Source: an optimization exercise on an open RTL-to-GDS flow (aim: small area). Production flows keep margins and buffers that such runs may drop.
At most, simulation tests tie the RTL to the original design; equivalence was not proved.
No activity file was given, so power comes from the tool's default toggle rates.

Setup of run D:
==> module videoGen, before the edit <==
module videoGen (
    input  logic [3:0]  xq, yq,
    input  logic [5:0]  xr, yr,
    input  logic [3:0]  st,
    input  logic [48:0] board,
    input  logic [2:0]  sel,
    input  logic [2:0]  wcol,
    output logic [7:0]  red, green, blue
);
    wire s0      = (st == 4'd0);
    wire waiting = (st == 4'd3) | (st == 4'd5);
    wire go_st   = (st == 4'd8);
    function automatic logic xge(input logic [3:0] q, input logic [5:0] rr, input integer X);
        xge = (q > (X + 10) / 55) || (q == (X + 10) / 55 && rr >= (X + 10) % 55);
    endfunction
    function automatic logic xeq(input logic [3:0] q, input logic [5:0] rr, input integer X);
        xeq = (q == (X + 10) / 55) && (rr == (X + 10) % 55);
    endfunction
    function automatic logic yge(input logic [3:0] q, input logic [5:0] rr, input integer Y);
        yge = (q > (Y + 5) / 55) || (q == (Y + 5) / 55 && rr >= (Y + 5) % 55);
    endfunction
    function automatic logic yeq(input logic [3:0] q, input logic [5:0] rr, input integer Y);
        yeq = (q == (Y + 5) / 55) && (rr == (Y + 5) % 55);
    endfunction
    wire x_board = (xq >= 4'd2) && (xq <= 4'd8);
    wire y_board = (yq >= 4'd1) && (yq <= 4'd6);
    wire in_cell    = x_board && (xr < 6'd50) && y_board && (yr < 6'd50);
    wire frame   = (x_board || (xq == 4'd1 && xr >= 6'd50)) && (y_board || (yq == 4'd0 && yr >= 6'd50)) && !in_cell;
    logic [6:0] colv;
    always_comb begin
        case (xq)
            4'd2: colv = board[6:0];
            4'd3: colv = board[13:7];
            4'd4: colv = board[20:14];
            4'd5: colv = board[27:21];
            4'd6: colv = board[34:28];
            4'd7: colv = board[41:35];
            default: colv = board[48:42];
        endcase
    end
    logic chip, chip_p1;
    always_comb begin
        case (yq)    
            4'd1:    begin chip = colv[6];              chip_p1 = colv[5]; end
            4'd2:    begin chip = |colv[6:5];           chip_p1 = colv[4]; end
            4'd3:    begin chip = |colv[6:4];           chip_p1 = colv[3]; end
            4'd4:    begin chip = |colv[6:3];           chip_p1 = colv[2]; end
            4'd5:    begin chip = |colv[6:2];           chip_p1 = colv[1]; end
            default: begin chip = |colv[6:1];           chip_p1 = colv[0]; end
        endcase
    end
    wire win_cell = (yq == 4'd6) && (xq == {1'b0, wcol} + 4'd2);
    wire sel_x    = (xq == {1'b0, sel} + 4'd2) && (xr < 6'd50);
    wire preview  = waiting && sel_x && (yq == 4'd0);
    wire highlight = sel_x && (yq == 4'd0) && (yr >= 6'd45);
    wire y_text = (yq == 4'd0) && (yr >= 6'd10) && (yr < 6'd40);
    wire wa = (yr <= 6'd18);                       
    wire wb = (yr <= 6'd24);                       
    wire wc = (yr >= 6'd14) && (yr <= 6'd30);      
    wire wd = (yr >= 6'd19) && (yr <= 6'd35);      
    wire we = (yr >= 6'd25);                       
    wire wf = (yr >= 6'd31);                       
    logic [3:0] wt;
    logic w_in;
    always_comb begin
        w_in = 1'b1;
        wt = 4'd0;
        if (xq == 4'd4 && xr >= 6'd45) wt = 4'(xr - 6'd45);
        else if (xq == 4'd5 && xr < 6'd10) wt = xr[3:0];
        else w_in = 1'b0;
    end
    logic w_pix;
    always_comb begin
        case (wt)
            4'd0: w_pix = wa;
            4'd1: w_pix = wb;
            4'd2: w_pix = wc;
            4'd3: w_pix = wd;
            4'd4: w_pix = we;
            4'd5: w_pix = wf;
            4'd6: w_pix = we;
            4'd7: w_pix = wd;
            4'd8: w_pix = wc;
            default: w_pix = wb;
        endcase
    end
    wire i_pix = (xq == 4'd5) && (xr >= 6'd24) && (xr <= 6'd26);
    wire n_vert = (xq == 4'd5 && xr >= 6'd40 && xr <= 6'd42) || (xq == 4'd6 && xr >= 6'd2 && xr <= 6'd4);
    logic [3:0] nx_d;
    logic n_in;
    always_comb begin
        n_in = 1'b1;
        nx_d = 4'd0;
        if (xq == 4'd5 && xr >= 6'd42) nx_d = 4'(xr - 6'd42);
        else if (xq == 4'd6 && xr <= 6'd2) nx_d = 4'(xr + 6'd13);
        else n_in = 1'b0;
    end
    wire [4:0] dy = 5'(yr - 6'd10);
    wire [6:0] nt = {2'b0, nx_d, 1'b0} + 7'd2 - {2'b0, dy};
    wire n_diag = n_in && (nt <= 7'd5) && !(nt == 7'd0 && nx_d >= 4'd13) && !(nt == 7'd5 && nx_d <= 4'd2);
    wire text = y_text && ((w_in && w_pix) || i_pix || n_vert || n_diag);
    wire sy_in  = yge(yq, yr, 100) && !yge(yq, yr, 181);
    wire y100   = yeq(yq, yr, 100);
    wire y140   = yeq(yq, yr, 140);
    wire y180   = yeq(yq, yr, 180);
    wire y_lo   = !yge(yq, yr, 141);    
    wire y_hi   = yge(yq, yr, 140);     
    wire x_S    = xge(xq, xr, 200) && !xge(xq, xr, 241);
    wire x_T1   = xge(xq, xr, 250) && !xge(xq, xr, 291);
    wire x_A    = xge(xq, xr, 300) && !xge(xq, xr, 341);
    wire x_R    = xge(xq, xr, 350) && !xge(xq, xr, 391);
    wire x_T2   = xge(xq, xr, 400) && !xge(xq, xr, 441);
    wire x_Ain  = xge(xq, xr, 310) && !xge(xq, xr, 331);
    wire letters = sy_in && (
          (x_S  && (y100 || y180 || y140 || (xeq(xq, xr, 200) && y_lo) || (xeq(xq, xr, 240) && y_hi)))
       || (x_T1 && (y100 || xeq(xq, xr, 270)))
       || (x_A  && (y100 || xeq(xq, xr, 300) || xeq(xq, xr, 340) || (y140 && x_Ain)))
       || (x_R  && (y100 || xeq(xq, xr, 350) || y140 || (xeq(xq, xr, 390) && y_hi)))
       || (x_T2 && (y100 || xeq(xq, xr, 420))));
    logic [7:0] rr_o, gg_o, bb_o;
    always_comb begin
        rr_o = 8'h00; gg_o = 8'h00; bb_o = 8'h00;
        if (s0) begin
            gg_o = letters ? 8'hFF : 8'h00;
        end else begin
            if (frame) begin rr_o = 8'h00; gg_o = 8'h00; bb_o = 8'h7F; end
            if (in_cell) begin
                if (!chip)        begin rr_o = 8'hFF; gg_o = 8'hFF; bb_o = 8'hFF; end
                else if (win_cell) begin rr_o = 8'hFF; gg_o = 8'hFF; bb_o = 8'h00; end
                else if (chip_p1) begin rr_o = 8'hFF; gg_o = 8'h00; bb_o = 8'h00; end
                else              begin rr_o = 8'h00; gg_o = 8'hFF; bb_o = 8'h00; end
            end
            if (!go_st) begin
                if (highlight) begin rr_o = 8'h00; gg_o = 8'hC0; bb_o = 8'h00; end
                if (preview)   begin rr_o = 8'hA0; gg_o = 8'hA0; bb_o = 8'hA0; end
            end
            if (go_st && text) begin rr_o = 8'hFF; gg_o = 8'hFF; bb_o = 8'h30; end
        end
    end
    assign red = rr_o;
    assign green = gg_o;
    assign blue = bb_o;
endmodule
Settings: LEC_CHECK=0, CAP_MARGIN=20, CORE_MARGIN=2, CORE_UTILIZATION=40, SLEW_MARGIN=20; clock period 20.0 ns.
run.sh (not shown) runs the stock make flow with config.mk's settings and CLKGATE_MAP_FILE= SYNTH_SCRIPT=/design/flow/synth_recipe.tcl, a recipe that flattens the netlist after the stock synthesis.
Changes in run H relative to run D:
diff --git a/flow/design.v b/flow/design.v
--- a/flow/design.v
+++ b/flow/design.v
@@ -177,14 +177,14 @@
         nx_d = 4'd0;
         if (xq == 4'd5 && xr >= 6'd42) nx_d = 4'(xr - 6'd42);
         else if (xq == 4'd6 && xr <= 6'd2) nx_d = 4'(xr + 6'd13);
         else n_in = 1'b0;
     end
     wire [4:0] dy = 5'(yr - 6'd10);
-    wire [6:0] nt = {2'b0, nx_d, 1'b0} + 7'd2 - {2'b0, dy};
-    wire n_diag = n_in && (nt <= 7'd5) && !(nt == 7'd0 && nx_d >= 4'd13) && !(nt == 7'd5 && nx_d <= 4'd2);
+    wire signed [10:0] nerr = $signed({6'b0, dy}) * 11'sd15 - $signed({7'b0, nx_d}) * 11'sd29;
+    wire n_diag = n_in && (nerr > -11'sd43) && (nerr < 11'sd43);
     wire text = y_text && ((w_in && w_pix) || i_pix || n_vert || n_diag);
     wire sy_in  = yge(yq, yr, 100) && !yge(yq, yr, 181);
     wire y100   = yeq(yq, yr, 100);
     wire y140   = yeq(yq, yr, 140);
     wire y180   = yeq(yq, yr, 180);
     wire y_lo   = !yge(yq, yr, 141);    
[summary]
- Looking at worst IR drop on VDD across run D and run H, the one that comes out lower is run D.
- Compared with run D, run H shows global-route usage lower by 1.3 points.
- Taking run D as the reference, in run H register-to-register setup slack rose by 0.05 ns; weighted congestion reported at the end of routability-driven placement rose by about 1.1%; worst slack on hold paths fell by 0.0078 ns; fraction of the cycle the final worst path needs rose by 1.8 points.
- Taking run D as the reference, in run H achievable frequency lost 0.0028 GHz; multi-input combinational cell count went up; post-route standard cell area excluding fillers moved up.
- r[4] as the termination of the worst setup path was reported by run D, and r[5] by run H.
For run H, only the layout was checked, not whether the RTL still works.

==> what the ideal ports hide <==
In the flow no input, the clock included, has a driving cell. The finished layouts below were timed again as built, in two steps. Step 1 assumes that a clkbuf_16 drives the clock port and a buf_2 every other input. Step 2 adds t to the input delays and takes it off the output delays; t is the mean of the earliest and latest rising clock arrival at the registers after step 1. Input paths then give back, and output paths get back, about the clock's delay inside the block. a / b / c = no drivers / after step 1 / after step 2; a / b = the first two.
run | shift t [ns] | setup WS [ns] | hold WS [ns] | worst setup path after step 2 | worst data-port slew with drivers (ns)
run D | 0.487 | 8.867 / 8.814 / 9.302 | 0.353 / 0.353 / 0.353 | register to output | 0.03
run H | 0.483 | 8.507 / 8.461 / 8.944 | 0.345 / 0.345 / 0.345 | register to output | 0.03
After both steps every run listed still meets setup and hold.
